Source: an optimization exercise on an open RTL-to-GDS flow (aim: small area). Production flows keep margins and buffers that such runs may drop.
Function was checked by simulation only, so behaviour that the tests miss may differ from the original.
No activity file was given, so power comes from the tool's default toggle rates.

`flow/design.v`:
```
module StoreBuffer(
    input wire CLK,
    input wire RST,
    input wire clear_speculative,  
    input wire reserve_1,
    input wire reserve_2,
    input wire LS_W,
    input wire [4:0] LS_index,
    input wire [15:0] LS_addr,
    input wire [15:0] LS_data,
    input wire [15:0] LS_search_addr,
    input wire pop_head,
    input wire [7:0] ROB_W,       
    input wire [39:0] SB_index,   
    output wire [4:0] free_index_1,
    output wire [4:0] free_index_2,
    output wire stall,
    output wire head_valid,
    output wire [15:0] head_addr,
    output wire [15:0] head_data,
    output wire LS_match,
    output wire [15:0] LS_search_data
);
    reg [31:0] valid;
    reg [31:0] executed;
    reg [31:0] retired;
    reg [15:0] addr [0:31];
    reg [15:0] data [0:31];
    reg [4:0] head;
    reg [4:0] tail;
    reg is_full;
    integer i;
    wire nclr = ~clear_speculative;
    wire res1 = reserve_1 & nclr;
    wire res2 = reserve_2 & nclr;
    wire lsw  = LS_W & nclr;
    wire [4:0] tail_p1 = tail + 5'd1;
    assign free_index_1 = tail;
    assign free_index_2 = tail_p1;
    assign stall = is_full | (tail_p1 == head);
    reg [31:0] ge_head;
    reg [31:0] lt_tail;
    reg [31:0] hdec;      
    reg [31:0] tdec;      
    reg [31:0] tdec1;     
    always @(*) begin
        for (i = 0; i < 32; i = i + 1) begin
            ge_head[i] = (i >= head);
            lt_tail[i] = (i < tail);
        end
        hdec = ge_head & ~{ge_head[30:0], 1'b0};
        tdec = ~lt_tail & {lt_tail[30:0], 1'b1};
        tdec1 = {tdec[30:0], tdec[31]};
    end
    wire wrapf = (head > tail) | ((head == tail) & is_full);
    wire [31:0] active = wrapf ? (ge_head | lt_tail) : (ge_head & lt_tail);
    reg hv;
    reg [15:0] ha, hd;
    always @(*) begin
        hv = 1'b0;
        ha = 16'b0;
        hd = 16'b0;
        for (i = 0; i < 32; i = i + 1) begin
            hv = hv | (hdec[i] & valid[i] & executed[i] & retired[i]);
            ha = ha | ({16{hdec[i]}} & addr[i]);
            hd = hd | ({16{hdec[i]}} & data[i]);
        end
    end
    assign head_valid = hv;
    assign head_addr = ha;
    assign head_data = hd;
    reg [31:0] m;
    always @(*) begin
        for (i = 0; i < 32; i = i + 1)
            m[i] = valid[i] & executed[i] & active[i] & (addr[i] == LS_search_addr);
    end
    wire m_lo = |(m & ~ge_head);
    wire [31:0] mx = m & (m_lo ? ~ge_head : ge_head);
    reg [31:0] msel;
    reg macc;
    reg [15:0] sd;
    always @(*) begin
        macc = 1'b0;
        for (i = 31; i >= 0; i = i - 1) begin
            msel[i] = mx[i] & ~macc;
            macc = macc | mx[i];
        end
        sd = 16'b0;
        for (i = 0; i < 32; i = i + 1)
            sd = sd | ({16{msel[i]}} & data[i]);
    end
    assign LS_match = |m;
    assign LS_search_data = sd;
    wire [31:0] c = valid & retired;
    wire c_lo = |(c & ~ge_head);
    wire [31:0] cx = c & (c_lo ? ~ge_head : ge_head);
    reg [4:0] cidx;
    always @(*) begin
        cidx = 5'd0;
        for (i = 0; i < 32; i = i + 1)
            if (cx[i]) cidx = i;
    end
    wire [4:0] mispredict_new_tail = (|c) ? cidx + 5'd1 : head;
    reg [31:0] ret;
    always @(*) begin
        ret = 32'b0;
        for (i = 0; i < 8; i = i + 1)
            if (ROB_W[i]) ret = ret | (32'b1 << SB_index[5*i +: 5]);
    end
    reg [31:0] wdec;
    always @(*) begin
        wdec = 32'b0;
        wdec[LS_index] = lsw;
    end
    wire [31:0] resv = ({32{res1}} & tdec) | ({32{res2}} & tdec1);
    wire [31:0] popv = {32{pop_head}} & hdec;
    wire [31:0] we = wdec | {32{RST}};
    wire [15:0] wa = LS_addr & {16{~RST}};
    wire [15:0] wd = LS_data & {16{~RST}};
    wire [4:0] tail_next = tail + {4'b0, res1} + {4'b0, res2};
    always @(posedge CLK) begin
        for (i = 0; i < 32; i = i + 1)
            if (we[i]) begin
                addr[i] <= wa;
                data[i] <= wd;
            end
        executed <= wdec | (executed & ~resv);
        retired <= ret | (retired & ~resv);
        if (RST)
            valid <= 32'b0;
        else if (clear_speculative)
            valid <= valid & retired;
        else
            valid <= (valid | resv) & ~popv;
        if (RST) begin
            head <= 5'd0;
            tail <= 5'd0;
            is_full <= 1'b0;
        end else if (clear_speculative) begin
            tail <= mispredict_new_tail;
            is_full <= 1'b0;
        end else begin
            tail <= tail_next;
            if (pop_head) begin
                head <= head + 5'd1;
                is_full <= 1'b0;
            end else if ((res1 | res2) & (tail_next == head))
                is_full <= 1'b1;
        end
    end
endmodule
```
`flow/run.sh`:
```
#!/bin/bash
# synth_recipe.tcl (not shown) runs the flow's synth.tcl, then flattens the netlist and writes it again
# the make line also repeats each setting of config.mk as NAME=value (left out here)
make -C /OpenROAD-flow-scripts/flow DESIGN_CONFIG=/design/flow/config.mk WORK_HOME=/design/flow/orfs CLKGATE_MAP_FILE= SYNTH_SCRIPT=/design/flow/synth_recipe.tcl finish
```
`flow/config.mk`:
```
export PLATFORM = sky130hd
export DESIGN_NAME = StoreBuffer
export DESIGN_NICKNAME = StoreBuffer
export VERILOG_FILES = /design/flow/design.v
export SDC_FILE = /design/flow/constraint.sdc
export NUM_CORES = 4
export LEC_CHECK = 0
export CAP_MARGIN = 20
export CORE_MARGIN = 2
export CORE_UTILIZATION = 40
export PLACE_DENSITY = 0.6
export SLEW_MARGIN = 20
```
`flow/constraint.sdc`:
```
create_clock -name core_clock -period 100.0 [get_ports {CLK}]
set_input_delay 20.0000 -clock core_clock [delete_from_list [all_inputs] [get_ports {CLK}]]
set_output_delay 20.0000 -clock core_clock [all_outputs]
set_load 0.01 [all_outputs]
```
==> results of run 1 <==
## cell families after synthesis
| kind of cell | share of synthesized area (%) |
|---|---|
| compound gates | 17.0 |
| xor+xnor | 8.23 |
| fa+ha+maj | 0.525 |
| buf+inv | 3.54 |
| flops | 57.6 |
| mux | 0.709 |
| simple gates | 12.4 |
## flip-flops by register name (all words and copies together), names as in the netlist
name      cells
head          5
addr        512
retired      32
tail          5
is_full       1
data        512
valid        32
executed     32
## per-stage QoR
stage / util, % / worst slack [ps]
finish: 46.2 / 52270
global route: 46.2 / 52340
CTS: 46.2 / 52560
detailed placement: 43.3 / 52620
global placement: 43.3 / 52510
floorplan: - / 56210
## synth_stat cells (all sizes together) (115+ instances only)
cell type / count
edfxtp: 1024
nand2: 358
xnor2: 319
nor2: 263
clkbuf: 223
xor2: 217
nand4: 204
a22oi: 199
nand3: 192
a221oi: 160
a21oi: 144
a222oi: 117
o22ai: 115
## worst min-delay path by stage
stage / to / slack (ps) / startpoint
after floorplan: retired[10] / 420 / retired[10]
after global placement: retired[10] / 450 / retired[10]
after detailed placement: retired[10] / 460 / retired[10]
after CTS: retired[10] / 480 / retired[10]
after global routing: executed[7] / 500 / executed[7]
final: executed[7] / 480 / executed[7]
## cell type report
class | instances | area share, %
Inverter | 87 | 0.498
Multi-Input combinational cell | 3272 | 35.0
Clock inverter | 75 | 1.26
Sequential cell | 1131 | 50.2
Timing Repair Buffer | 357 | 4.62
Tap cell | 1890 | 3.61
Clock buffer | 153 | 4.82
Antenna cell | 7 | 0.0267
## critical path: cells and delay by family
| family | cells | cell delay [ps] |
|---|---|---|
| compound gates | 6 | 1720 |
| xor+xnor | 1 | 150 |
| buf+inv | 5 | 2120 |
| simple gates | 5 | 3650 |
## cells in the final DEF (no fill, tap or decap), types with 30 or more instances in the layout
cell type,instances
edfxtp_1,1024
nand2_1,357
xnor2_1,318
nor2_1,236
xor2_1,217
nand4_1,203
a22oi_1,199
nand3_1,192
buf_4,186
a221oi_1,159
clkdlybuf4s50_1,150
a21oi_1,135
clkbuf_16,120
a222oi_1,117
o22ai_1,115
dfxtp_1,107
a22o_1,103
inv_1,83
o21ai_0,71
nor4_1,70
nor3_1,68
a211oi_1,61
a31oi_1,44
a21o_1,39
mux2i_1,38
nor2b_1,33
nand2b_1,30
clkbuf_1,30
## layer usage
layer | share of wire [%] | track usage, % | up-vias
li1 | - | - | 19388
met2 | 40 | 52.9 | 5032
met5 | 0.0077 | 0 | -
met4 | 7.0 | 22.2 | 4
met1 | 36 | 49.8 | 24424
met3 | 17 | 15.2 | 1008
## power by group
group	total, uW	internal (uW)	leakage (uW)	switching [uW]
sequential	602	563	0.0108	39.0
clock	458	258	0.00193	201
combinational	124	39.3	0.00873	85.1
==> impl_metrics.tcl, run 1 <==
set metrics [dict create \
    status "complete, no violations" \
    leakage_uw 0.0214 \
    cts_buffers 120 \
    slew_headroom_pct 15.9 \
    reg2reg_slack_ps 94290 \
    syn_nets 4939 \
    ys_seq_elements 1131 \
    hold_depth 1 \
    nets 5090 \
    crit_top_cell "buf_4" \
    seq_area_frac_synth_pct 57.6 \
    fp.dieH_um 382 \
    hold_path.class "reg2reg" \
    gp_congestion 1.07 \
    synthDistinctLibCells 100 \
    grt_pass1_wl_um 386000 \
    initial_core_util_pct 40.3 \
    r2r_cells 17 \
    fin_crit_sh_pct 47.7 \
    setup.worst_path.start_class "input pin" \
    port-buffer-count 168 \
    syn_area_um2 57100 \
    dpl-instance-area_um2 61400 \
    core-area_um2 142000 \
    synth_top_area_share_pct 53.8 \
    slowest_stage "or3_2" \
    setup_viol_count_final 0 \
    dp.cells 6734 \
    rows 138 \
    timing.final.crit_period_ps 47730 \
    drv_slew 0 \
    cp_max_fo 32 \
    routed_wl_um 287000 \
    r2r-start "head[4]" \
    final_cells 6972 \
    grt_max_degree 58 \
    timing.hold.ws_ps 482 \
    syn_inst 4818 \
    first_iter_violations 10526 \
    cts_root_buf "clkbuf_16" \
    cts_setup_buffers 0 \
    startpoint "LS_search_addr[12]" \
    cellPowerDensity_nw_per_um2 18.1 \
    holdBufCountCts 0 \
    finalSetupTns_ps 0 \
    crit_required_ps 80000 \
    cts.sinks 1131 \
    drc 0 \
    fmax_ghz 0.0210 \
    synth_warnings 3 \
    hpwl_um 186000 \
    cp_cell_sequence "buf_2, buf_4, xor2_1, nor4_1, nand4_1, nor4b_1, a21oi_1, o311ai_1, a2111oi_4, a21oi_4, buf_4, a21o_1, buf_4, nand2_1, or3_2, o2111ai_1, clkdlybuf4s50_1" \
    cts.path.max_buffers 3 \
    gr-usage-all-layers_pct 38.0 \
    synth_edf_count 1024 \
    end_kind "primary output" \
    insertion_delay_ps 800 \
    rr_endpoint "tail[4]" \
    fin_skew_ps 45.6 \
    crit_path_end "LS_search_data[14]" \
    die_area_um2 146000 \
    ant_nets 0 \
    htreeDepth 3 \
    antenna_found_initial 7 \
    grt_pass1_vias 46804 \
    multiInputGateArea_um2 22900 \
    worst_slew_pin_slew_ps 1250 \
    syn_avg_cell_area_um2 11.9 \
    routedWlPerCell_um 41.2 \
    synthArstFlopShare_pct 0 \
    design_area_um2 65600 \
    io_pins 169 \
    cp.arrival_ps 27730 \
    clkSlewWorstSetupHoldPaths_ps 60 \
    cts_resized 0 \
    overflow 0 \
    die_w_um 382 \
    seqCellArea_um2 32900 \
    ir_drop_uv 14.1 \
    ys.flop_type "edfxtp_1" \
    synthTopCellsByArea "edfxtp_1, xnor2_1, dfxtp_1" \
    synth_area_leader_cell "edfxtp_1" \
    hold_violations 0 \
    vias_per_cell 7.15 \
    max_cap_viol_count 0 \
    firstDrtPassIters 11 \
    path_class "in2out" \
    drive_above_1_share_pct 10.6 \
    rsz0062_at_grt "false" \
    num_vias 49856 \
    fillers 12803 \
    cts_tree "done" \
    slowest_delay_ps 1100 \
    syn2layout_area_growth_pct 14.7 \
    power_uw 1180 \
]
==> run 2, diff against run 1 <==
--- a/flow/design.v
+++ b/flow/design.v
@@ -79,10 +79,12 @@
     reg [31:0] msel;
-    reg macc;
+    reg [31:0] sfx;
     reg [15:0] sd;
     always @(*) begin
-        macc = 1'b0;
-        for (i = 31; i >= 0; i = i - 1) begin
-            msel[i] = mx[i] & ~macc;
-            macc = macc | mx[i];
-        end
+        sfx = mx;
+        sfx = sfx | (sfx >> 1);
+        sfx = sfx | (sfx >> 2);
+        sfx = sfx | (sfx >> 4);
+        sfx = sfx | (sfx >> 8);
+        sfx = sfx | (sfx >> 16);
+        msel = mx & ~(sfx >> 1);
         sd = 16'b0;
--- a/flow/config.mk
+++ b/flow/config.mk
@@ -9,3 +9,6 @@
 export CORE_MARGIN = 2
-export CORE_UTILIZATION = 40
+export CORE_UTILIZATION = 45
+export CTS_BUF_LIST = sky130_fd_sc_hd__clkbuf_8
+export CTS_CLUSTER_DIAMETER = 50
+export CTS_CLUSTER_SIZE = 15
 export PLACE_DENSITY = 0.6
==> run 2 against run 1 <==
  * Sequential power barely moved
  * Clock-buffer cell count down 17
  * Routed wire length up 8.8%
==> impl_metrics.tcl, run 2 <==
set metrics [dict create \
    status "complete, no violations" \
    synthDistinctLibCells 92 \
    synth_area_leader_cell "edfxtp_1" \
    cts_tree "done" \
    cp_max_fo 23 \
    syn_area_um2 56600 \
    setup_slack_ps 51900 \
    largestRegisters "addr: 512 flops, data: 512 flops" \
    io_pins 169 \
    ys_seq_elements 1131 \
    synth_fa_ha_area_share_pct 0.569 \
    slowest_stage "a2111o_1" \
    syn_avg_cell_area_um2 12.0 \
    synth_edf_count 1024 \
    synthSimpleGateAreaFrac_pct 13.0 \
    synthTopCellsByArea "edfxtp_1, xor2_1, xnor2_1" \
    grt_pass1_vias 46632 \
    synth_warnings 3 \
    slew_headroom_pct 10.6 \
    holdBufCountCts 0 \
    antenna_found_initial 14 \
    final_cells 6658 \
    cts_buffers 131 \
    hold_depth 2 \
    rr_endpoint "tail[4]" \
    nets 5026 \
    cts.path.max_buffers 3 \
    drc 0 \
    final_common_cell "edfxtp_1" \
    cts_root_buf "clkbuf_8" \
    rsz0062_at_grt "false" \
    fin_util_pct 50.8 \
    gr-usage-all-layers_pct 47.5 \
    synth_top_area_share_pct 54.4 \
    power.clock.fraction_pct 31.9 \
    synthArstFlopShare_pct 0 \
    cts_resized 0 \
    cp.arrival_ps 28100 \
    whs_endpoint "retired[22]" \
    pwr-share-comb_pct 12.5 \
    r2r-start "head[0]" \
    overflow 0 \
    num_vias 51019 \
    path_class "in2out" \
    r2r_cells 18 \
    syn_inst 4717 \
    slowest_delay_ps 1000 \
    port-buffer-count 168 \
    cellPowerDensity_nw_per_um2 17.0 \
    design_area_um2 63700 \
    grt_pass1_wl_um 410000 \
    fp.dieH_um 359 \
    hold_violations 0 \
    max_cap_viol_count 0 \
    hold_path.class "reg2reg" \
    final_cell_mix "edfxtp_1, nand2_1, xor2_1, xnor2_1, nand4_1" \
    syn2layout_area_growth_pct 12.6 \
    reg2reg_slack_ps 92980 \
    finalSetupTns_ps 0 \
    leakage_uw 0.0212 \
    grt_max_degree 50 \
    htreeDepth 4 \
    synth_common_cells "edfxtp_1, nand2_1, xor2_1" \
    firstDrtPassIters 13 \
    seq_area_frac_synth_pct 58.2 \
    hp-start "retired[22]" \
    vias_per_cell 7.66 \
    cts_setup_buffers 0 \
    rows 130 \
    power_switching_uw 335 \
    end_kind "primary output" \
    clkSlewWorstSetupHoldPaths_ps 80 \
    switching_share_pct 30.9 \
    pre_cts_ws_ps 52310 \
    die_w_um 359 \
    crit_required_ps 80000 \
    dpl-instance-area_um2 60900 \
    ys.flop_type "edfxtp_1" \
    first_iter_violations 12018 \
    synth_top_family_by_area "compound AO/OA/AOI/OAI gates" \
    synthXorXnorAreaFrac_pct 8.32 \
    die_area_um2 129000 \
    worst_slew_pin_slew_ps 1340 \
    muxShareOfSynthArea_pct 0.0376 \
    timing.final.crit_period_ps 48100 \
    hpwl_um 210000 \
    ant_nets 0 \
    setup.worst_path.start_class "input pin" \
    intPower_uw 748 \
    initial_core_util_pct 45.2 \
    setup_viol_count_final 0 \
    yosysMostFrequentCell "edfxtp_1" \
    routed_wl_um 312000 \
    dp.cells 6422 \
    cts.sinks 1131 \
    insertion_delay_ps 910 \
    ir_drop_uv 14.8 \
    fin_crit_sh_pct 48.1 \
    fin_skew_ps 53.5 \
    cp_cell_sequence "buf_2, buf_4, xnor2_1, nand4_1, or4_1, nor4_1, a311oi_1, and2_1, a21o_1, nand3_1, xnor2_1, a2111o_1, or2_1, nor2_1, buf_4, a221o_1, or4_1, clkdlybuf4s50_1" \
    p_seq_share_pct 55.6 \
    routedWlPerCell_um 46.9 \
    drive_above_1_share_pct 12.0 \
    synth_compound_area_share_pct 17.2 \
    fmax_ghz 0.0208 \
    drv_slew 0 \
    core-area_um2 125000 \
    syn_nets 4838 \
    gp_congestion 1.05 \
]
## run 2: cell types whose count changed after synthesis, sizes merged, moves of 48 or more
cell,previous run,this run
a22o,103,151
inv,84,36
nand2,358,428
nor2,263,182
xnor2,319,266
xor2,217,271
## run 2: metrics by stage
stage                     total power [uW]  hold slack [ps]
after floorplan                        657              422
after global placement                 737              446
after detailed placement               736              448
after CTS                             1070              459
after global routing                  1100              467
final                                 1080              475
## run 2: final cells by class
type / count / area, um2
diodes: 10 / 25.0
clock buffers: 136 / 1870
clock inverters: 90 / 825
fillers: 11101 / 61600
inverters: 39 / 146
multi-input cells: 3234 / 22700
flip-flops and latches: 1131 / 32900
well taps: 1650 / 2060
repair buffers: 368 / 3100
## run 2: cell families (layout without fill, tap and decap cells)
kind of cell             Yosys count  after routing
AO/OA/AOI/OAI                   1242           1242
XOR/XNOR                         537            537
adder cells (fa/ha/maj)           28             28
buffers and inverters            352            633
flip-flops                      1131           1131
multiplexers                       2              2
other                              0             10
AND/OR/NAND/NOR                 1425           1425
## run 2: critical path: cells and delay by family
| kind | cells | cell delay, ps |
|---|---|---|
| AND/OR/NAND/NOR | 8 | 3660 |
| AO/OA/AOI/OAI | 4 | 2080 |
| buffers and inverters | 4 | 1770 |
| XOR/XNOR | 2 | 530 |
## run 2: routing by layer
| layer | GRT usage (%) | vias up | part of all wire (%) |
|---|---|---|---|
| met2 | 64.9 | 5572 | 40 |
| met5 | 0 | - | 0.0083 |
| met4 | 26.0 | 4 | 7.0 |
| met1 | 63.6 | 24987 | 37 |
| met3 | 19.6 | 1191 | 17 |
| li1 | - | 19265 | - |
## run 2: power by group through the flow
stage / Clock (uW) / Sequential [uW] / Combinational [uW]
2_1_floorplan: 0 / 591 / 66.5
3_3_place_gp: 0 / 609 / 128
3_5_place_dp: 0 / 609 / 127
4_1_cts: 343 / 598 / 128
5_1_grt: 361 / 603 / 136
6_report: 346 / 602 / 136
## run 2: how the worst max path moves through the flow
stage	from	slack (ps)	cells past startpoint	to
2_1_floorplan	LS_search_addr[15]	55970	19	LS_search_data[4]
3_3_place_gp	LS_search_addr[6]	52370	19	LS_search_data[4]
3_5_place_dp	LS_search_addr[11]	52310	18	LS_search_data[4]
4_1_cts	LS_search_addr[11]	52290	18	LS_search_data[4]
5_1_grt	LS_search_addr[11]	51960	18	LS_search_data[4]
6_report	LS_search_addr[11]	51900	18	LS_search_data[4]
==> run 3, diff against run 2 <==
==> flow/flow/run.sh (new file) <==
#!/bin/bash
# Standard ORFS layout with three changes to how the layout is made:
#  - synthesis maps logic with an area-oriented ABC script (flow/area.abc);
#    everything else in synthesis is the standard script, so the
#    registers, their names and cell types are unchanged
#  - port buffers use the smallest buffer cell
#  - CTS uses small clock buffers and no dummy loads
set -euo pipefail
W=$PWD
{
  head -n 1 synth_recipe.tcl
  echo "proc abc {args} { set i [lsearch -exact \$args -script]; if {\$i >= 0} { lset args [expr {\$i + 1}] $W/flow/area.abc }; yosys abc {*}\$args }"
  tail -n +2 synth_recipe.tcl
} > my_synth.tcl
bash standard.sh \
  SYNTH_SCRIPT=$W/my_synth.tcl \
  "BUFFER_PORTS_ARGS=-buffer_cell sky130_fd_sc_hd__buf_1" \
  "CTS_ARGS=-sink_clustering_enable -repair_clock_nets -dont_use_dummy_load -buf_list {sky130_fd_sc_hd__clkbuf_8} -sink_clustering_size 15 -sink_clustering_max_diameter 50" \
  finish > flow.log 2>&1
==> flow/flow/area.abc (new file) <==
&get -n
&st
&dc2
&dch -f
&nf -a -R 1000
&put
mfs2
&get -n
&st
&dch -f
&nf -a -R 1000
&put
==> flow/standard.sh (new file) <==
#!/bin/bash
# synth_recipe.tcl (not shown) runs the flow's synth.tcl, then flattens the netlist and writes it again
# the make line also repeats each setting of config.mk as NAME=value (left out here)
make -C /OpenROAD-flow-scripts/flow DESIGN_CONFIG=/design/flow/config.mk WORK_HOME=/design/flow/orfs CLKGATE_MAP_FILE= SYNTH_SCRIPT=/design/flow/synth_recipe.tcl "${@:-finish}"
--- a/flow/config.mk
+++ b/flow/config.mk
@@ -10,5 +10,2 @@
 export CORE_UTILIZATION = 45
-export CTS_BUF_LIST = sky130_fd_sc_hd__clkbuf_8
-export CTS_CLUSTER_DIAMETER = 50
-export CTS_CLUSTER_SIZE = 15
 export PLACE_DENSITY = 0.6
removed: flow/run.sh
==> run 3 against run 2 <==
  * Die area fell by 5.3%
  * Critical path depth rose by 19
  * Sequential share of layout area rose by 3.1 points
  * Routed wire length fell by 0.52%
  * Non-clock buffer count fell by 5
  * Setup slack got worse by 2200 ps
  * Clock-buffer cell count fell by 17
  * Clock skew rose by 67 ps
  * Utilization barely moved
  * Combinational power barely moved
  * Critical endpoint is now LS_search_data[13]
  * Largest cell class unchanged
  * Highest routed layer unchanged
==> impl_metrics.tcl, run 3 <==
set metrics [dict create \
    status "complete, no violations" \
    cts.sinks 1131 \
    cts_resized 0 \
    cp.buffers_inverters 7 \
    num_vias 51501 \
    met1_usage_pct 63.1 \
    gr-usage-met3_pct 18.8 \
    grt_pass1_vias 47563 \
    hold_depth 2 \
    gr-usage-all-layers_pct 49.9 \
    ir_drop_uv 13.1 \
    syn_area_um2 53600 \
    hp-start "valid[22]" \
    syn_nets 4490 \
    synth_common_cells "edfxtp_1, nand2_1, a222oi_1" \
    slew_headroom_pct 8.91 \
    drv_slew 0 \
    reg2reg_slack_ps 92140 \
    io_pins 169 \
    crit_required_ps 80000 \
    nets 4974 \
    routedWlPerCell_um 48.5 \
    grt_pass1_wl_um 412000 \
    drc 0 \
    r2r_cells 33 \
    firstDrtPassIters 13 \
    slowest_stage "clkinv_1" \
    hold_violations 0 \
    hpwl_um 207000 \
    htreeDepth 3 \
    cts.path.max_buffers 3 \
    met2_usage_pct 70.4 \
    cts_root_buf "clkbuf_8" \
    cellPowerDensity_nw_per_um2 16.9 \
    timing.final.crit_period_ps 50300 \
    core-area_um2 118000 \
    rr_endpoint "tail[4]" \
    final_cell_mix "edfxtp_1, nand2_1, a222oi_1, clkinv_1, a221oi_1" \
    leakage_uw 0.0192 \
    gp_congestion 1.11 \
    end_kind "primary output" \
    insertion_delay_ps 920 \
    slowest_delay_ps 830 \
    final_cells 6398 \
    routed_wl_um 311000 \
    max_cap_viol_count 0 \
    fin_skew_ps 120 \
    synthArstFlopShare_pct 0 \
    power_uw 1020 \
    synth_top_area_share_pct 57.4 \
    hold_path.class "reg2reg" \
    setup_viol_count_final 0 \
    drive_above_1_share_pct 9.05 \
    rsz0062_at_grt "false" \
    synthTopCellsByArea "edfxtp_1, a222oi_1, dfxtp_1" \
    clkSlewWorstSetupHoldPaths_ps 60 \
    overflow 0 \
    holdBufCountCts 0 \
    rows 126 \
    largestRegisters "addr: 512 flops, data: 512 flops" \
    cp_max_fo 34 \
    seq_area_frac_synth_pct 61.4 \
    antenna_found_initial 19 \
    synth_warnings 3 \
    r2r-start "head[3]" \
    fmax_ghz 0.0199 \
    fp.dieH_um 349 \
    synth_area_leader_cell "edfxtp_1" \
    final_common_cell "edfxtp_1" \
    die_w_um 349 \
    synthDistinctLibCells 60 \
    ys_seq_elements 1131 \
    synth_edf_count 1024 \
    cts_buffers 119 \
    worst_slew_pin_slew_ps 1370 \
    crit_top_cell "buf_4" \
    fin_crit_sh_pct 50.3 \
    dp.cells 6266 \
    path_class "in2out" \
    ant_nets 0 \
    setup.worst_path.start_class "input pin" \
    die_area_um2 122000 \
    syn2layout_area_growth_pct 12.2 \
    whs_endpoint "valid[22]" \
    grt_max_degree 47 \
    syn_inst 4369 \
    yosysMostFrequentCell "edfxtp_1" \
    syn_avg_cell_area_um2 12.3 \
    vias_per_cell 8.05 \
    cp_top_family "simple AND/OR/NAND/NOR gates" \
    port-buffer-count 168 \
    busiest_layer "met2" \
    first_iter_violations 12001 \
    cts_setup_buffers 0 \
    cp.arrival_ps 30300 \
    fillers 10545 \
    cts_tree "done" \
    finalSetupTns_ps 0 \
    ys.flop_type "edfxtp_1" \
    initial_core_util_pct 45.4 \
]
-- run 3: cell type report --
| type | instances | area [um2] | share of cell area (%) |
|---|---|---|---|
| Clock buffer | 119 | 1640 | 2.73 |
| Multi-Input combinational cell | 3023 | 20700 | 34.4 |
| Inverter | 215 | 807 | 1.34 |
| Sequential cell | 1131 | 32900 | 54.8 |
| Timing Repair Buffer | 363 | 2120 | 3.52 |
| Antenna cell | 11 | 27.5 | 0.0458 |
| Tap cell | 1536 | 1920 | 3.20 |
-- run 3: power breakdown --
group          switching [uW]  internal (uW)  leakage (uW)
registers                48.2            564        0.0108
clock network             163            104      0.000856
logic                     100           35.0       0.00756
-- run 3: cell families after synthesis --
logic type                 after synthesis  share of synthesized area [%]
AOI/OAI and AO/OA                     1575                           22.5
buffers and inverters                  215                           1.51
and+or+nand+nor                       1290                           11.9
muxes                                    1                         0.0187
DFF                                   1131                           61.4
adders and majority gates               13                          0.318
xor gates and xnor gates               144                           2.36
-- run 3: worst max path at each step --
stage,start,end,slack (ps),depth (start not counted)
floorplan,LS_search_addr[3],LS_search_data[0],50520,36
global placement,LS_search_addr[0],LS_search_data[5],50390,39
detailed placement,LS_search_addr[0],LS_search_data[5],50260,39
CTS,LS_search_addr[0],LS_search_data[5],50220,39
global route,LS_search_addr[1],LS_search_data[13],49320,39
finish,LS_search_addr[9],LS_search_data[13],49700,37
-- run 3: routing by layer --
metal	vias to the layer above	wire length, um
met5	-	222
met4	26	27500
met3	1343	50200
met2	5643	126000
met1	25008	107000
li1	19481	-
-- run 3: stage by stage --
stage	worst slack (ps)	hold slack (ps)	utilization [%]	instance area [um2]
final	49700	464	50.9	60100
after global placement	50390	450	49.4	58300
after global routing	49320	478	50.9	60000
after CTS	50220	462	50.8	60000
after detailed placement	50260	453	49.4	58300
after floorplan	50520	432	-	53600
-- run 3: worst min-delay path, delay by kind of cell, from the launching register on --
kind                   cells  cell delay [ps]
DFF                        1              330
buffers and inverters      1               50
AOI/OAI and AO/OA          1               40
==> run 4, diff against run 3 <==
--- a/flow/flow/run.sh
+++ b/flow/flow/run.sh
@@ -17,3 +17,3 @@
   "BUFFER_PORTS_ARGS=-buffer_cell sky130_fd_sc_hd__buf_1" \
-  "CTS_ARGS=-sink_clustering_enable -repair_clock_nets -dont_use_dummy_load -buf_list {sky130_fd_sc_hd__clkbuf_8} -sink_clustering_size 15 -sink_clustering_max_diameter 50" \
+  "CTS_ARGS=-sink_clustering_enable -repair_clock_nets -dont_use_dummy_load -buf_list {sky130_fd_sc_hd__clkbuf_8} -sink_clustering_size 16 -sink_clustering_max_diameter 60" \
   finish > flow.log 2>&1
==> flow/flow/area.abc (replaced) <==
&get -n
&st
&deepsyn -T 400
&dch -f
&nf -a -R 1000
&put
mfs2
&get -n
&st
&dch -f
&nf -a -R 1000
&put
==> run 4 against run 3 <==
  * Via count is 2.5% higher
  * Final cell count down 0.53%
  * Utilization down 0.20 points
  * Synthesized cell count down 1.1%
  * Hold slack better by 12 ps
  * Total power shrank 2.8%
  * Critical endpoint unchanged
==> impl_metrics.tcl, run 4 <==
set metrics [dict create \
    fmax_ghz 0.0198 \
    pre_cts_ws_ps 50060 \
    crit_top_cell "buf_4" \
    gr-usage-all-layers_pct 53.4 \
    slowest_stage "nor4_1" \
    fillers 10421 \
    status "complete, no violations" \
    wl_met3_um 59400 \
    setup_viol_count_final 0 \
    slowest_delay_ps 1080 \
    fin_skew_ps 125 \
    cts.path.max_buffers 3 \
    port-buffer-count 168 \
    crit_required_ps 80000 \
    cts.sinks 1131 \
    grt_pass1_vias 48509 \
    cts_tree "done" \
    synth_warnings 3 \
    die_area_um2 121000 \
    leakage_uw 0.0189 \
    io_pins 169 \
    timing.final.crit_period_ps 50460 \
    ys_seq_elements 1131 \
    first_iter_violations 13415 \
    core-area_um2 118000 \
    routed_wl_um 332000 \
    cp_max_fo 24 \
    ant_nets 0 \
    reg2reg_slack_ps 92370 \
    setup.worst_path.start_class "input pin" \
    holdBufCountCts 0 \
    clkSlewWorstSetupHoldPaths_ps 60 \
    path_class "in2out" \
    cp.arrival_ps 30460 \
    synth_area_leader_cell "edfxtp_1" \
    hpwl_um 225000 \
    drc 0 \
    htreeDepth 3 \
    num_vias 52809 \
    finalSetupTns_ps 0 \
    final_cell_mix "edfxtp_1, nand2_1, clkinv_1, a221oi_1, a222oi_1" \
    fin_util_pct 50.7 \
    gp_congestion 1.10 \
    routedWlPerCell_um 52.2 \
    end_kind "primary output" \
    synthTopCellsByArea "edfxtp_1, a222oi_1, dfxtp_1" \
    drive_above_1_share_pct 9.28 \
    syn_inst 4320 \
    hold_path.class "reg2reg" \
    slew_headroom_pct 8.93 \
    nets 4931 \
    synthArstFlopShare_pct 0 \
    yosysMostFrequentCell "edfxtp_1" \
    fp.dieH_um 348 \
    firstDrtPassIters 14 \
    cellPowerDensity_nw_per_um2 16.6 \
    max_cap_viol_count 0 \
    insertion_delay_ps 890 \
    timing.hold.ws_ps 476 \
    syn_area_um2 53100 \
    ys.flop_type "edfxtp_1" \
    met1_length_um 111000 \
    rsz0062_at_grt "false" \
    cts_root_buf "clkbuf_8" \
    drv_slew 0 \
    largestRegisters "addr: 512 flops, data: 512 flops" \
    overflow 0 \
    initial_core_util_pct 45.2 \
    synth_top_area_share_pct 57.9 \
    cts_setup_buffers 0 \
    synth_common_cells "edfxtp_1, nand2_1, clkinv_1" \
    seq_area_frac_synth_pct 61.9 \
    die_w_um 348 \
    met2_length_um 131000 \
    rows 126 \
    ir_drop_uv 13.4 \
    cts_resized 0 \
    fin_crit_sh_pct 50.5 \
    syn_nets 4441 \
    synthDistinctLibCells 62 \
    cts_buffers 108 \
    syn2layout_area_growth_pct 12.2 \
    worst_slew_pin_slew_ps 1360 \
    syn_avg_cell_area_um2 12.3 \
    hold_violations 0 \
    vias_per_cell 8.30 \
    antenna_found_initial 35 \
    topRoutingLayerUsed "met5" \
    setup_slack_ps 49540 \
    grt_max_degree 67 \
    grt_pass1_wl_um 435000 \
    synth_edf_count 1024 \
    final_common_cell "edfxtp_1" \
]
==> run 4: worst paths after layout <==
check,from,to,cells past startpoint
worst min-delay path,executed[30],executed[30],1
worst min register to register,executed[30],executed[30],1
worst max-delay path,LS_search_addr[9],LS_search_data[13],41
worst max register to register,head[1],tail[4],36
==> run 4: logic make-up (layout without fill, tap and decap cells) <==
group	after synthesis	after routing	synth area share [%]
other	0	20	0
and+or+nand+nor	1198	1198	10.8
adders and majority gates	13	13	0.320
xor gates and xnor gates	103	103	1.70
AOI/OAI and AO/OA	1625	1625	23.5
DFF	1131	1131	61.9
buffers and inverters	250	738	1.77
==> run 4: per-layer routing <==
| layer | track usage (%) | vias up |
|---|---|---|
| li1 | - | 19242 |
| met1 | 65.3 | 25590 |
| met2 | 73.2 | 6274 |
| met3 | 26.6 | 1677 |
| met4 | 37.2 | 26 |
| met5 | 0.360 | - |
==> run 4: metrics by stage <==
step	instance area (um2)	power (uW)	cells
final	59600	987	6364
after global routing	59500	996	6347
after CTS	59500	968	6343
after detailed placement	58000	725	6235
after global placement	58000	726	6232
after floorplan	53100	641	4320
==> run 4: critical path: cells and delay by family <==
kind | cells | cell delay [ps]
AOI/OAI and AO/OA | 8 | 1600
and+or+nand+nor | 25 | 5930
buffers and inverters | 8 | 2780
==> run 4: power by group <==
part | switching [uW] | internal (uW) | leakage (uW)
Sequential | 52.1 | 562 | 0.0108
Combinational | 87.3 | 28.6 | 0.00739
Clock | 162 | 95.2 | 0.000777
Total | 301 | 686 | 0.0189
==> run 4: final cells by class <==
type / count / area (um2) / share of cell area, %
Sequential cell: 1131 / 32900 / 55.2
Multi-Input combinational cell: 2939 / 20100 / 33.7
Timing Repair Buffer: 380 / 2230 / 3.74
Tap cell: 1536 / 1920 / 3.23
Clock buffer: 108 / 1490 / 2.49
Inverter: 250 / 938 / 1.58
Antenna cell: 20 / 50.0 / 0.0840
==> run 5, diff against run 4 <==
--- a/flow/design.v
+++ b/flow/design.v
@@ -98,14 +98,29 @@
     wire [31:0] cx = c & (c_lo ? ~ge_head : ge_head);
-    reg [4:0] cidx;
+    reg [31:0] csfx;
+    reg [4:0] cidx1;
     always @(*) begin
-        cidx = 5'd0;
+        csfx = cx;
+        csfx = csfx | (csfx >> 1);
+        csfx = csfx | (csfx >> 2);
+        csfx = csfx | (csfx >> 4);
+        csfx = csfx | (csfx >> 8);
+        csfx = csfx | (csfx >> 16);
+        cidx1 = 5'd0;
         for (i = 0; i < 32; i = i + 1)
-            if (cx[i]) cidx = i;
+            if (cx[i] & ~((i < 31) ? csfx[(i+1)%32] : 1'b0))
+                cidx1 = cidx1 | ((i + 1) % 32);
     end
-    wire [4:0] mispredict_new_tail = (|c) ? cidx + 5'd1 : head;
+    wire [4:0] mispredict_new_tail = (|c) ? cidx1 : head;
     reg [31:0] ret;
+    reg [3:0] rhi;
+    reg [7:0] rlo;
+    integer l;
     always @(*) begin
         ret = 32'b0;
-        for (i = 0; i < 8; i = i + 1)
-            if (ROB_W[i]) ret = ret | (32'b1 << SB_index[5*i +: 5]);
+        for (l = 0; l < 8; l = l + 1) begin
+            rhi = ROB_W[l] ? (4'b1 << SB_index[5*l+3 +: 2]) : 4'b0;
+            rlo = 8'b1 << SB_index[5*l +: 3];
+            for (i = 0; i < 32; i = i + 1)
+                ret[i] = ret[i] | (rhi[i/8] & rlo[i%8]);
+        end
     end
--- a/flow/flow/run.sh
+++ b/flow/flow/run.sh
@@ -1,3 +1,3 @@
 #!/bin/bash
-# Standard ORFS layout with three changes to how the layout is made:
+# Standard ORFS layout with these changes to how the layout is made:
 #  - synthesis maps logic with an area-oriented ABC script (flow/area.abc);
@@ -5,4 +5,7 @@
 #    registers, their names and cell types are unchanged
+#  - the platform's don't-use list is extended with the high-drive (_2 and
+#    up) logic cells and large buffers (flow/dont_use.txt), so repair fixes
+#    slew with small buffers instead of upsizing gates
 #  - port buffers use the smallest buffer cell
-#  - CTS uses small clock buffers and no dummy loads
+#  - CTS uses clkbuf_8 with small sink clusters and no dummy loads
 set -euo pipefail
@@ -14,4 +17,6 @@
 } > my_synth.tcl
+DU=$(tr '\n' ' ' < flow/dont_use.txt)
 bash standard.sh \
   SYNTH_SCRIPT=$W/my_synth.tcl \
+  "DONT_USE_CELLS=$DU" \
   "BUFFER_PORTS_ARGS=-buffer_cell sky130_fd_sc_hd__buf_1" \
==> flow/flow/dont_use.txt (new file) <==
DONT_USE_CELLS:
sky130_fd_sc_hd__a2111o_2
sky130_fd_sc_hd__a2111o_4
sky130_fd_sc_hd__a2111oi_2
sky130_fd_sc_hd__a2111oi_4
sky130_fd_sc_hd__a211o_2
sky130_fd_sc_hd__a211o_4
sky130_fd_sc_hd__a211oi_2
sky130_fd_sc_hd__a211oi_4
sky130_fd_sc_hd__a21bo_2
sky130_fd_sc_hd__a21bo_4
sky130_fd_sc_hd__a21boi_2
sky130_fd_sc_hd__a21boi_4
sky130_fd_sc_hd__a21o_2
sky130_fd_sc_hd__a21o_4
sky130_fd_sc_hd__a21oi_2
sky130_fd_sc_hd__a21oi_4
sky130_fd_sc_hd__a221o_2
sky130_fd_sc_hd__a221o_4
sky130_fd_sc_hd__a221oi_2
sky130_fd_sc_hd__a221oi_4
sky130_fd_sc_hd__a22o_2
sky130_fd_sc_hd__a22o_4
sky130_fd_sc_hd__a22oi_2
sky130_fd_sc_hd__a22oi_4
sky130_fd_sc_hd__a2bb2o_2
sky130_fd_sc_hd__a2bb2o_4
sky130_fd_sc_hd__a2bb2oi_2
sky130_fd_sc_hd__a2bb2oi_4
sky130_fd_sc_hd__a311o_2
sky130_fd_sc_hd__a311o_4
sky130_fd_sc_hd__a311oi_2
sky130_fd_sc_hd__a311oi_4
sky130_fd_sc_hd__a31o_2
sky130_fd_sc_hd__a31o_4
sky130_fd_sc_hd__a31oi_2
sky130_fd_sc_hd__a31oi_4
sky130_fd_sc_hd__a32o_2
sky130_fd_sc_hd__a32o_4
sky130_fd_sc_hd__a32oi_2
sky130_fd_sc_hd__a32oi_4
sky130_fd_sc_hd__a41o_2
sky130_fd_sc_hd__a41o_4
sky130_fd_sc_hd__a41oi_2
sky130_fd_sc_hd__a41oi_4
sky130_fd_sc_hd__and2_2
sky130_fd_sc_hd__and2_4
sky130_fd_sc_hd__and2b_2
sky130_fd_sc_hd__and2b_4
sky130_fd_sc_hd__and3_2
sky130_fd_sc_hd__and3_4
sky130_fd_sc_hd__and3b_2
sky130_fd_sc_hd__and3b_4
sky130_fd_sc_hd__and4_2
sky130_fd_sc_hd__and4_4
sky130_fd_sc_hd__and4b_2
sky130_fd_sc_hd__and4b_4
sky130_fd_sc_hd__and4bb_2
sky130_fd_sc_hd__and4bb_4
sky130_fd_sc_hd__buf_12
sky130_fd_sc_hd__buf_16
sky130_fd_sc_hd__buf_6
sky130_fd_sc_hd__buf_8
sky130_fd_sc_hd__bufbuf_16
sky130_fd_sc_hd__bufbuf_8
sky130_fd_sc_hd__bufinv_16
sky130_fd_sc_hd__bufinv_8
sky130_fd_sc_hd__dfbbn_2
sky130_fd_sc_hd__dfrbp_2
sky130_fd_sc_hd__dfrtp_2
sky130_fd_sc_hd__dfrtp_4
sky130_fd_sc_hd__dfsbp_2
sky130_fd_sc_hd__dfstp_2
sky130_fd_sc_hd__dfstp_4
sky130_fd_sc_hd__dfxbp_2
sky130_fd_sc_hd__dlclkp_2
sky130_fd_sc_hd__dlclkp_4
sky130_fd_sc_hd__dlrbn_2
sky130_fd_sc_hd__dlrbp_2
sky130_fd_sc_hd__dlrtn_2
sky130_fd_sc_hd__dlrtn_4
sky130_fd_sc_hd__dlrtp_2
sky130_fd_sc_hd__dlrtp_4
sky130_fd_sc_hd__dlxbn_2
sky130_fd_sc_hd__dlxtn_2
sky130_fd_sc_hd__dlxtn_4
sky130_fd_sc_hd__ebufn_2
sky130_fd_sc_hd__ebufn_4
sky130_fd_sc_hd__ebufn_8
sky130_fd_sc_hd__einvn_2
sky130_fd_sc_hd__einvn_4
sky130_fd_sc_hd__einvn_8
sky130_fd_sc_hd__einvp_2
sky130_fd_sc_hd__einvp_4
sky130_fd_sc_hd__einvp_8
sky130_fd_sc_hd__fa_2
sky130_fd_sc_hd__fa_4
sky130_fd_sc_hd__ha_2
sky130_fd_sc_hd__ha_4
sky130_fd_sc_hd__inv_12
sky130_fd_sc_hd__inv_16
sky130_fd_sc_hd__inv_6
sky130_fd_sc_hd__inv_8
sky130_fd_sc_hd__lpflow_bleeder_1
sky130_fd_sc_hd__lpflow_clkbufkapwr_1
sky130_fd_sc_hd__lpflow_clkbufkapwr_16
sky130_fd_sc_hd__lpflow_clkbufkapwr_2
sky130_fd_sc_hd__lpflow_clkbufkapwr_4
sky130_fd_sc_hd__lpflow_clkbufkapwr_8
sky130_fd_sc_hd__lpflow_clkinvkapwr_1
sky130_fd_sc_hd__lpflow_clkinvkapwr_16
sky130_fd_sc_hd__lpflow_clkinvkapwr_2
sky130_fd_sc_hd__lpflow_clkinvkapwr_4
sky130_fd_sc_hd__lpflow_clkinvkapwr_8
sky130_fd_sc_hd__lpflow_decapkapwr_12
sky130_fd_sc_hd__lpflow_decapkapwr_3
sky130_fd_sc_hd__lpflow_decapkapwr_4
sky130_fd_sc_hd__lpflow_decapkapwr_6
sky130_fd_sc_hd__lpflow_decapkapwr_8
sky130_fd_sc_hd__lpflow_inputiso0n_1
sky130_fd_sc_hd__lpflow_inputiso0p_1
sky130_fd_sc_hd__lpflow_inputiso1n_1
sky130_fd_sc_hd__lpflow_inputiso1p_1
sky130_fd_sc_hd__lpflow_inputisolatch_1
sky130_fd_sc_hd__lpflow_isobufsrc_1
sky130_fd_sc_hd__lpflow_isobufsrc_16
sky130_fd_sc_hd__lpflow_isobufsrc_2
sky130_fd_sc_hd__lpflow_isobufsrc_4
sky130_fd_sc_hd__lpflow_isobufsrc_8
sky130_fd_sc_hd__lpflow_isobufsrckapwr_16
sky130_fd_sc_hd__lpflow_lsbuf_lh_hl_isowell_tap_1
sky130_fd_sc_hd__lpflow_lsbuf_lh_hl_isowell_tap_2
sky130_fd_sc_hd__lpflow_lsbuf_lh_hl_isowell_tap_4
sky130_fd_sc_hd__lpflow_lsbuf_lh_isowell_4
sky130_fd_sc_hd__lpflow_lsbuf_lh_isowell_tap_1
sky130_fd_sc_hd__lpflow_lsbuf_lh_isowell_tap_2
sky130_fd_sc_hd__lpflow_lsbuf_lh_isowell_tap_4
sky130_fd_sc_hd__maj3_2
sky130_fd_sc_hd__maj3_4
sky130_fd_sc_hd__mux2_2
sky130_fd_sc_hd__mux2_4
sky130_fd_sc_hd__mux2_8
sky130_fd_sc_hd__mux2i_2
sky130_fd_sc_hd__mux2i_4
sky130_fd_sc_hd__mux4_2
sky130_fd_sc_hd__mux4_4
sky130_fd_sc_hd__nand2_2
sky130_fd_sc_hd__nand2_4
sky130_fd_sc_hd__nand2_8
sky130_fd_sc_hd__nand2b_2
sky130_fd_sc_hd__nand2b_4
sky130_fd_sc_hd__nand3_2
sky130_fd_sc_hd__nand3_4
sky130_fd_sc_hd__nand3b_2
sky130_fd_sc_hd__nand3b_4
sky130_fd_sc_hd__nand4_2
sky130_fd_sc_hd__nand4_4
sky130_fd_sc_hd__nand4b_2
sky130_fd_sc_hd__nand4b_4
sky130_fd_sc_hd__nand4bb_2
sky130_fd_sc_hd__nand4bb_4
sky130_fd_sc_hd__nor2_2
sky130_fd_sc_hd__nor2_4
sky130_fd_sc_hd__nor2_8
sky130_fd_sc_hd__nor2b_2
sky130_fd_sc_hd__nor2b_4
sky130_fd_sc_hd__nor3_2
sky130_fd_sc_hd__nor3_4
sky130_fd_sc_hd__nor3b_2
sky130_fd_sc_hd__nor3b_4
sky130_fd_sc_hd__nor4_2
sky130_fd_sc_hd__nor4_4
sky130_fd_sc_hd__nor4b_2
sky130_fd_sc_hd__nor4b_4
sky130_fd_sc_hd__nor4bb_2
sky130_fd_sc_hd__nor4bb_4
sky130_fd_sc_hd__o2111a_2
sky130_fd_sc_hd__o2111a_4
sky130_fd_sc_hd__o2111ai_2
sky130_fd_sc_hd__o2111ai_4
sky130_fd_sc_hd__o211a_2
sky130_fd_sc_hd__o211a_4
sky130_fd_sc_hd__o211ai_2
sky130_fd_sc_hd__o211ai_4
sky130_fd_sc_hd__o21a_2
sky130_fd_sc_hd__o21a_4
sky130_fd_sc_hd__o21ai_2
sky130_fd_sc_hd__o21ai_4
sky130_fd_sc_hd__o21ba_2
sky130_fd_sc_hd__o21ba_4
sky130_fd_sc_hd__o21bai_2
sky130_fd_sc_hd__o21bai_4
sky130_fd_sc_hd__o221a_2
sky130_fd_sc_hd__o221a_4
sky130_fd_sc_hd__o221ai_2
sky130_fd_sc_hd__o221ai_4
sky130_fd_sc_hd__o22a_2
sky130_fd_sc_hd__o22a_4
sky130_fd_sc_hd__o22ai_2
sky130_fd_sc_hd__o22ai_4
sky130_fd_sc_hd__o2bb2a_2
sky130_fd_sc_hd__o2bb2a_4
sky130_fd_sc_hd__o2bb2ai_2
sky130_fd_sc_hd__o2bb2ai_4
sky130_fd_sc_hd__o311a_2
sky130_fd_sc_hd__o311a_4
sky130_fd_sc_hd__o311ai_2
sky130_fd_sc_hd__o311ai_4
sky130_fd_sc_hd__o31a_2
sky130_fd_sc_hd__o31a_4
sky130_fd_sc_hd__o31ai_2
sky130_fd_sc_hd__o31ai_4
sky130_fd_sc_hd__o32a_2
sky130_fd_sc_hd__o32a_4
sky130_fd_sc_hd__o32ai_2
sky130_fd_sc_hd__o32ai_4
sky130_fd_sc_hd__o41a_2
sky130_fd_sc_hd__o41a_4
sky130_fd_sc_hd__o41ai_2
sky130_fd_sc_hd__o41ai_4
sky130_fd_sc_hd__or2_2
sky130_fd_sc_hd__or2_4
sky130_fd_sc_hd__or2b_2
sky130_fd_sc_hd__or2b_4
sky130_fd_sc_hd__or3_2
sky130_fd_sc_hd__or3_4
sky130_fd_sc_hd__or3b_2
sky130_fd_sc_hd__or3b_4
sky130_fd_sc_hd__or4_2
sky130_fd_sc_hd__or4_4
sky130_fd_sc_hd__or4b_2
sky130_fd_sc_hd__or4b_4
sky130_fd_sc_hd__or4bb_2
sky130_fd_sc_hd__or4bb_4
sky130_fd_sc_hd__probe_p_8
sky130_fd_sc_hd__probec_p_8
sky130_fd_sc_hd__sdfbbn_2
sky130_fd_sc_hd__sdfrbp_2
sky130_fd_sc_hd__sdfrtp_2
sky130_fd_sc_hd__sdfrtp_4
sky130_fd_sc_hd__sdfsbp_2
sky130_fd_sc_hd__sdfstp_2
sky130_fd_sc_hd__sdfstp_4
sky130_fd_sc_hd__sdfxbp_2
sky130_fd_sc_hd__sdlclkp_2
sky130_fd_sc_hd__sdlclkp_4
sky130_fd_sc_hd__sedfxbp_2
sky130_fd_sc_hd__xnor2_2
sky130_fd_sc_hd__xnor2_4
sky130_fd_sc_hd__xnor3_2
sky130_fd_sc_hd__xnor3_4
sky130_fd_sc_hd__xor2_2
sky130_fd_sc_hd__xor2_4
sky130_fd_sc_hd__xor3_2
sky130_fd_sc_hd__xor3_4
==> run 5 against run 4 <==
  * Largest power group unchanged
  * First-iteration DRC count shrank 2.3%
  * Clock power about the same
  * Clock-buffer cell count is 1 higher
  * Die area is essentially flat
  * Sequential share of layout area grew 0.93 points
  * Fmax fell by 6.1%
  * Still clean
==> impl_metrics.tcl, run 5 <==
set metrics [dict create \
    routed_wl_um 329000 \
    syn_area_um2 53100 \
    synthTopCellsByArea "edfxtp_1, a222oi_1, dfxtp_1" \
    first_iter_violations 13103 \
    cellPowerDensity_nw_per_um2 17.7 \
    synthDistinctLibCells 60 \
    cts_tree "done" \
    syn_avg_cell_area_um2 12.4 \
    muxShareOfSynthArea_pct 0.0188 \
    r2r_cells 23 \
    crit_required_ps 80000 \
    pwr-share-comb_pct 15.1 \
    nets 4957 \
    grt_pass1_wl_um 432000 \
    grt_max_degree 40 \
    ys.flop_type "edfxtp_1" \
    path_class "in2out" \
    power.clock.fraction_pct 24.9 \
    synthArstFlopShare_pct 0 \
    routedWlPerCell_um 51.5 \
    max_cap_viol_count 0 \
    slew_headroom_pct 10.5 \
    die_w_um 348 \
    synth_top_area_share_pct 57.9 \
    drv_slew 0 \
    reg2reg_slack_ps 92200 \
    synth_area_leader_cell "edfxtp_1" \
    p_seq_share_pct 60.0 \
    intPower_uw 698 \
    status "complete, no violations" \
    clkSlewWorstSetupHoldPaths_ps 80 \
    hold_path.class "reg2reg" \
    synthXorXnorAreaFrac_pct 1.71 \
    fmax_ghz 0.0186 \
    grt_pass1_vias 48729 \
    insertion_delay_ps 900 \
    synth_fa_ha_area_share_pct 0.297 \
    final_common_cell "edfxtp_1" \
    synthSimpleGateAreaFrac_pct 11.0 \
    synth_top_family_by_area "compound AO/OA/AOI/OAI gates" \
    io_pins 169 \
    synth_compound_area_share_pct 23.3 \
    cts_buffers 109 \
    hp-start "executed[23]" \
    finalSetupTns_ps 0 \
    gp_congestion 1.12 \
    switching_share_pct 32.8 \
    ant_nets 0 \
    drc 0 \
    worst_slew_pin_slew_ps 1340 \
    ir_drop_uv 12.9 \
    fp.dieH_um 348 \
    port-buffer-count 168 \
    leakage_uw 0.0185 \
    num_vias 53202 \
    synth_warnings 3 \
    die_area_um2 121000 \
    design_area_um2 58600 \
    synth_edf_count 1024 \
    fin_skew_ps 112 \
    end_kind "primary output" \
    timing.final.crit_period_ps 53720 \
    setup_viol_count_final 0 \
    synth_common_cells "edfxtp_1, nand2_1, clkinv_1" \
    cts_resized 0 \
    slowest_stage "clkinv_1" \
    fin_crit_sh_pct 53.7 \
    power_switching_uw 340 \
    antenna_found_initial 28 \
    yosysMostFrequentCell "edfxtp_1" \
    cp.arrival_ps 33720 \
    cp_max_fo 19 \
    largestRegisters "addr: 512 flops, data: 512 flops" \
    cts.sinks 1131 \
    slowest_delay_ps 1010 \
    htreeDepth 3 \
    rows 126 \
    core-area_um2 118000 \
    whs_endpoint "executed[23]" \
    overflow 0 \
    dpl-instance-area_um2 57000 \
    cts_setup_buffers 0 \
    syn2layout_area_growth_pct 10.3 \
    hold_violations 0 \
    holdBufCountCts 0 \
    hpwl_um 220000 \
    rr_endpoint "tail[0]" \
    vias_per_cell 8.33 \
    drive_above_1_share_pct 6.04 \
    r2r-start "head[2]" \
    rsz0062_at_grt "false" \
    setup.worst_path.start_class "input pin" \
    syn_nets 4422 \
    seq_area_frac_synth_pct 61.9 \
    initial_core_util_pct 45.2 \
    hold_depth 2 \
    final_cell_mix "edfxtp_1, nand2_1, clkinv_1, buf_1, a222oi_1" \
    timing.hold.ws_ps 456 \
    ys_seq_elements 1131 \
    gr-usage-all-layers_pct 52.9 \
    firstDrtPassIters 14 \
    syn_inst 4302 \
    cts.path.max_buffers 3 \
    cts_root_buf "clkbuf_8" \
]
run 5: cell types whose count changed in the layout (fill, tap and decap cells not counted), sizes merged, moves of 21 or more:
cell	delta
a221oi	-51
nand2	-41
o21bai	-32
buf	+31
a221o	+29
nor2	-25
a21o	-23
o221ai	+22
a22o	+21
run 5: power by group through the flow:
stage	logic, uW	registers, uW	clock network, uW
final	157	623	259
after global routing	158	621	269
after CTS	144	616	254
after detailed placement	144	626	0
after global placement	145	627	0
after floorplan	72.3	598	0
run 5: critical path: cells and delay by family:
family / cells / cell delay [ps]
buf+inv: 9 / 4190
simple gates: 22 / 5700
compound gates: 10 / 3760
run 5: cell families (layout without fill, tap and decap cells):
| family | Yosys count | after routing |
|---|---|---|
| compound gates | 1608 | 1608 |
| xor+xnor | 104 | 104 |
| fa+ha+maj | 12 | 12 |
| buf+inv | 249 | 782 |
| flops | 1131 | 1131 |
| mux | 1 | 1 |
| other cells | 0 | 14 |
| simple gates | 1197 | 1197 |
run 5: per-stage QoR:
step	utilization, %	power, uW	worst slack, ps	instances
after CTS	49.7	1010	47280	6365
after global routing	49.8	1050	46000	6374
after detailed placement	48.5	770	47330	6256
after floorplan	-	670	50940	4302
after global placement	48.4	772	47540	6246
final	49.8	1040	46280	6385
run 5: metal layers:
layer | up-vias | track usage, % | wire length (um)
li1 | 19339 | - | -
met1 | 25678 | 64.0 | 108000
met2 | 6312 | 73.2 | 131000
met3 | 1845 | 23.3 | 56600
met4 | 28 | 41.5 | 33800
met5 | - | 0.960 | 316
run 5: worst max path at each step:
stage	endpoint	start	slack, ps	cells after the start
5_1_grt	LS_search_data[3]	LS_search_addr[9]	46000	41
3_3_place_gp	LS_search_data[3]	LS_search_addr[9]	47540	41
6_report	LS_search_data[3]	LS_search_addr[9]	46280	41
2_1_floorplan	LS_search_data[0]	LS_search_addr[0]	50940	33
3_5_place_dp	LS_search_data[3]	LS_search_addr[9]	47330	41
4_1_cts	LS_search_data[3]	LS_search_addr[9]	47280	41
run 5: layout make-up:
cell class / count / area, um2
diodes: 14 / 35.0
clock buffers: 109 / 1500
fillers: 10539 / 59000
inverters: 249 / 935
multi-input cells: 2922 / 19300
flip-flops and latches: 1131 / 32900
well taps: 1536 / 1920
repair buffers: 424 / 2000
==> run 6, diff against run 5 <==
==> flow/flow/area.abc (replaced) <==
&get -n
&st
&dc2
&dch -f
&nf -a -R 1000
&put
mfs2
&get -n
&st
&dc2
&dch -f
&nf -a -R 1000
&put
mfs2
&get -n
&st
&dch -f
&nf -a -R 1000
&put
--- a/flow/config.mk
+++ b/flow/config.mk
@@ -10,3 +10,3 @@
 export CORE_UTILIZATION = 45
-export PLACE_DENSITY = 0.6
+export PLACE_DENSITY = 0.75
 export SLEW_MARGIN = 20
==> run 6 against run 5 <==
  * Sequential cell count is the same
  * Via count grew 0.26%
  * Sequential share of layout area grew 0.074 points
  * Clock power is essentially flat
  * Register-to-register slack lost 330 ps
  * Final area shrank 0.13%
  * Synthesized cell count shrank 0.86%
  * Total power shrank 2.8%
  * Critical endpoint unchanged
  * Highest routed layer unchanged
==> impl_metrics.tcl, run 6 <==
set metrics [dict create \
    status "complete, no violations" \
    cts_tree "done" \
    worst_slew_pin_slew_ps 1360 \
    ys_seq_elements 1131 \
    muxShareOfSynthArea_pct 0 \
    routed_wl_um 340000 \
    fmax_ghz 0.0193 \
    nets 4917 \
    htreeDepth 3 \
    dpl-instance-area_um2 56900 \
    fin_crit_sh_pct 51.8 \
    grt_max_degree 55 \
    gp_congestion 1.11 \
    firstDrtPassIters 17 \
    setup.worst_path.start_class "input pin" \
    synthDistinctLibCells 58 \
    drive_above_1_share_pct 6.03 \
    syn_inst 4265 \
    crit_required_ps 80000 \
    r2r_cells 24 \
    syn_avg_cell_area_um2 12.4 \
    vias_per_cell 8.41 \
    holdBufCountCts 0 \
    fp.dieH_um 347 \
    cts.path.max_buffers 3 \
    synth_warnings 3 \
    hold_path.class "reg2reg" \
    first_iter_violations 13856 \
    overflow 0 \
    intPower_uw 691 \
    path_class "in2out" \
    largestRegisters "addr: 512 flops, data: 512 flops" \
    hold_depth 2 \
    num_vias 53342 \
    initial_core_util_pct 45.5 \
    synth_compound_area_share_pct 22.6 \
    max_cap_viol_count 0 \
    die_w_um 347 \
    ir_drop_uv 19.7 \
    setup_slack_ps 48200 \
    slowest_delay_ps 1060 \
    rsz0062_at_grt "false" \
    cts_resized 0 \
    pre_cts_ws_ps 48840 \
    whs_endpoint "retired[30]" \
    p_seq_share_pct 60.8 \
    finalSetupTns_ps 0 \
    timing.hold.ws_ps 455 \
    end_kind "primary output" \
    ys.flop_type "edfxtp_1" \
    synthXorXnorAreaFrac_pct 2.51 \
    grt_pass1_wl_um 443000 \
    synth_fa_ha_area_share_pct 0.297 \
    synth_top_family_by_area "compound AO/OA/AOI/OAI gates" \
    hpwl_um 231000 \
    power.clock.fraction_pct 25.6 \
    grt_pass1_vias 49303 \
    cellPowerDensity_nw_per_um2 17.3 \
    timing.final.crit_period_ps 51800 \
    die_area_um2 121000 \
    synthArstFlopShare_pct 0 \
    pwr-share-comb_pct 13.6 \
    syn_nets 4385 \
    synth_edf_count 1024 \
    cts_buffers 109 \
    seq_area_frac_synth_pct 62.0 \
    drv_slew 0 \
    clkSlewWorstSetupHoldPaths_ps 60 \
    design_area_um2 58500 \
    fin_skew_ps 95.2 \
    hp-start "retired[30]" \
    power_switching_uw 319 \
    hold_violations 0 \
    antenna_found_initial 43 \
    core-area_um2 117000 \
    syn_area_um2 53000 \
    synthSimpleGateAreaFrac_pct 11.3 \
    yosysMostFrequentCell "edfxtp_1" \
    cts_setup_buffers 0 \
    routedWlPerCell_um 53.5 \
    rr_endpoint "tail[2]" \
    switching_share_pct 31.6 \
    drc 0 \
    cp.arrival_ps 31800 \
    rows 125 \
    slew_headroom_pct 9.51 \
    synth_top_area_share_pct 58.0 \
    syn2layout_area_growth_pct 10.3 \
    synthTopCellsByArea "edfxtp_1, a222oi_1, dfxtp_1" \
    final_cell_mix "edfxtp_1, nand2_1, o22ai_1, a222oi_1, buf_1" \
    cts_root_buf "clkbuf_8" \
    cp_max_fo 23 \
    insertion_delay_ps 900 \
    slowest_stage "buf_1" \
    port-buffer-count 168 \
    reg2reg_slack_ps 91870 \
    synth_common_cells "edfxtp_1, nand2_1, o22ai_1" \
    synth_area_leader_cell "edfxtp_1" \
    final_common_cell "edfxtp_1" \
    io_pins 169 \
    leakage_uw 0.0188 \
    r2r-start "head[4]" \
    setup_viol_count_final 0 \
    gr-usage-all-layers_pct 54.7 \
    ant_nets 0 \
    cts.sinks 1131 \
]
[run 6: cell count changes in the layout (fill, tap and decap cells not counted), moves of 28 or more]
cell | before | now
clkinv_1 | 249 | 188
o22ai_1 | 171 | 267
nor4_1 | 41 | 92
nand3b_1 | 4 | 36
a221o_1 | 98 | 54
a22o_1 | 56 | 88
nand2_1 | 371 | 416
xor2_1 | 67 | 109
a221oi_1 | 192 | 164
o21ai_0 | 157 | 86
o21bai_1 | 3 | 33
[run 6: cells by family after synthesis]
| kind of cell | Yosys count |
|---|---|
| AOI/OAI and AO/OA | 1555 |
| DFF | 1131 |
| adders and majority gates | 12 |
| and+or+nand+nor | 1225 |
| buffers and inverters | 190 |
| xor gates and xnor gates | 152 |
[run 6: worst max path at each step]
| stage | slack [ps] | cells after the start | to | start |
|---|---|---|---|---|
| finish | 48200 | 34 | LS_search_data[3] | LS_search_addr[4] |
| global route | 48020 | 36 | LS_search_data[12] | LS_search_addr[4] |
| floorplan | 52700 | 30 | LS_search_data[3] | LS_search_addr[15] |
| detailed placement | 48840 | 34 | LS_search_data[3] | LS_search_addr[4] |
| CTS | 48810 | 34 | LS_search_data[12] | LS_search_addr[4] |
| global placement | 48980 | 31 | LS_search_data[3] | LS_search_addr[4] |
[run 6: metal layers]
metal  up-vias  global-route usage (%)  share of wire, %
met5         -                       0              0.11
li1      19236                       -                 -
met2      6584                    75.9                39
met4        46                    45.8                11
met1     25416                    64.5                32
met3      2060                    24.8                17
[run 6: power by group through the flow]
stage,clock network (uW),logic [uW],registers (uW)
floorplan,0,59.2,594
global placement,0,127,619
detailed placement,0,126,619
CTS,253,126,609
global route,269,135,613
finish,259,137,614
[run 6: area by class of cell]
class,count,area [um2]
inverters,190,713
well taps,1524,1910
repair buffers,421,2000
multi-input cells,2944,19400
clock buffers,109,1500
flip-flops and latches,1131,32900
diodes,26,65.1
fillers,10260,58000
[run 6: worst max-delay path: cells and delay by family]
| family | cells | cell delay (ps) |
|---|---|---|
| simple gates | 21 | 6060 |
| compound gates | 5 | 1040 |
| buf+inv | 8 | 4580 |
[run 6: metrics by stage]
step	util (%)	total power, uW	cells
after floorplan	-	653	4265
after global placement	48.8	746	6197
after detailed placement	48.8	745	6206
after CTS	50.1	989	6315
after global routing	50.2	1020	6322
final	50.2	1010	6345

static timing again, ports no longer ideal:
The flow's constraints put no driver on any port. The routed layouts listed below were extracted and timed again, unchanged, in two steps. Step 1, drivers: a clkbuf_16 drives CLK and a buf_2 each remaining input, both assumed. Step 2 moves the port delays by t, midway between the first and last clock arrival at a register: inputs arrive t later, outputs are due t later. That takes back most of the time a late clock gives input paths. Slacks: ideal ports / drivers / drivers and shift; pairs: ideal ports / drivers.
run | t (ns) | slack for setup (ns) | pins driven straight from the clock port
run 1 | 0.843 | 52.268 / 52.246 / 52.246 | 1
run 2 | 0.982 | 51.896 / 51.859 / 51.859 | 1
run 3 | 0.951 | 49.697 / 49.671 / 49.671 | 1
run 4 | 0.926 | 49.544 / 49.518 / 49.518 | 1
run 5 | 0.946 | 46.284 / 46.247 / 46.247 | 1
run 6 | 0.942 | 48.199 / 48.166 / 48.166 | 1
After both steps setup and hold are still met in every run listed.
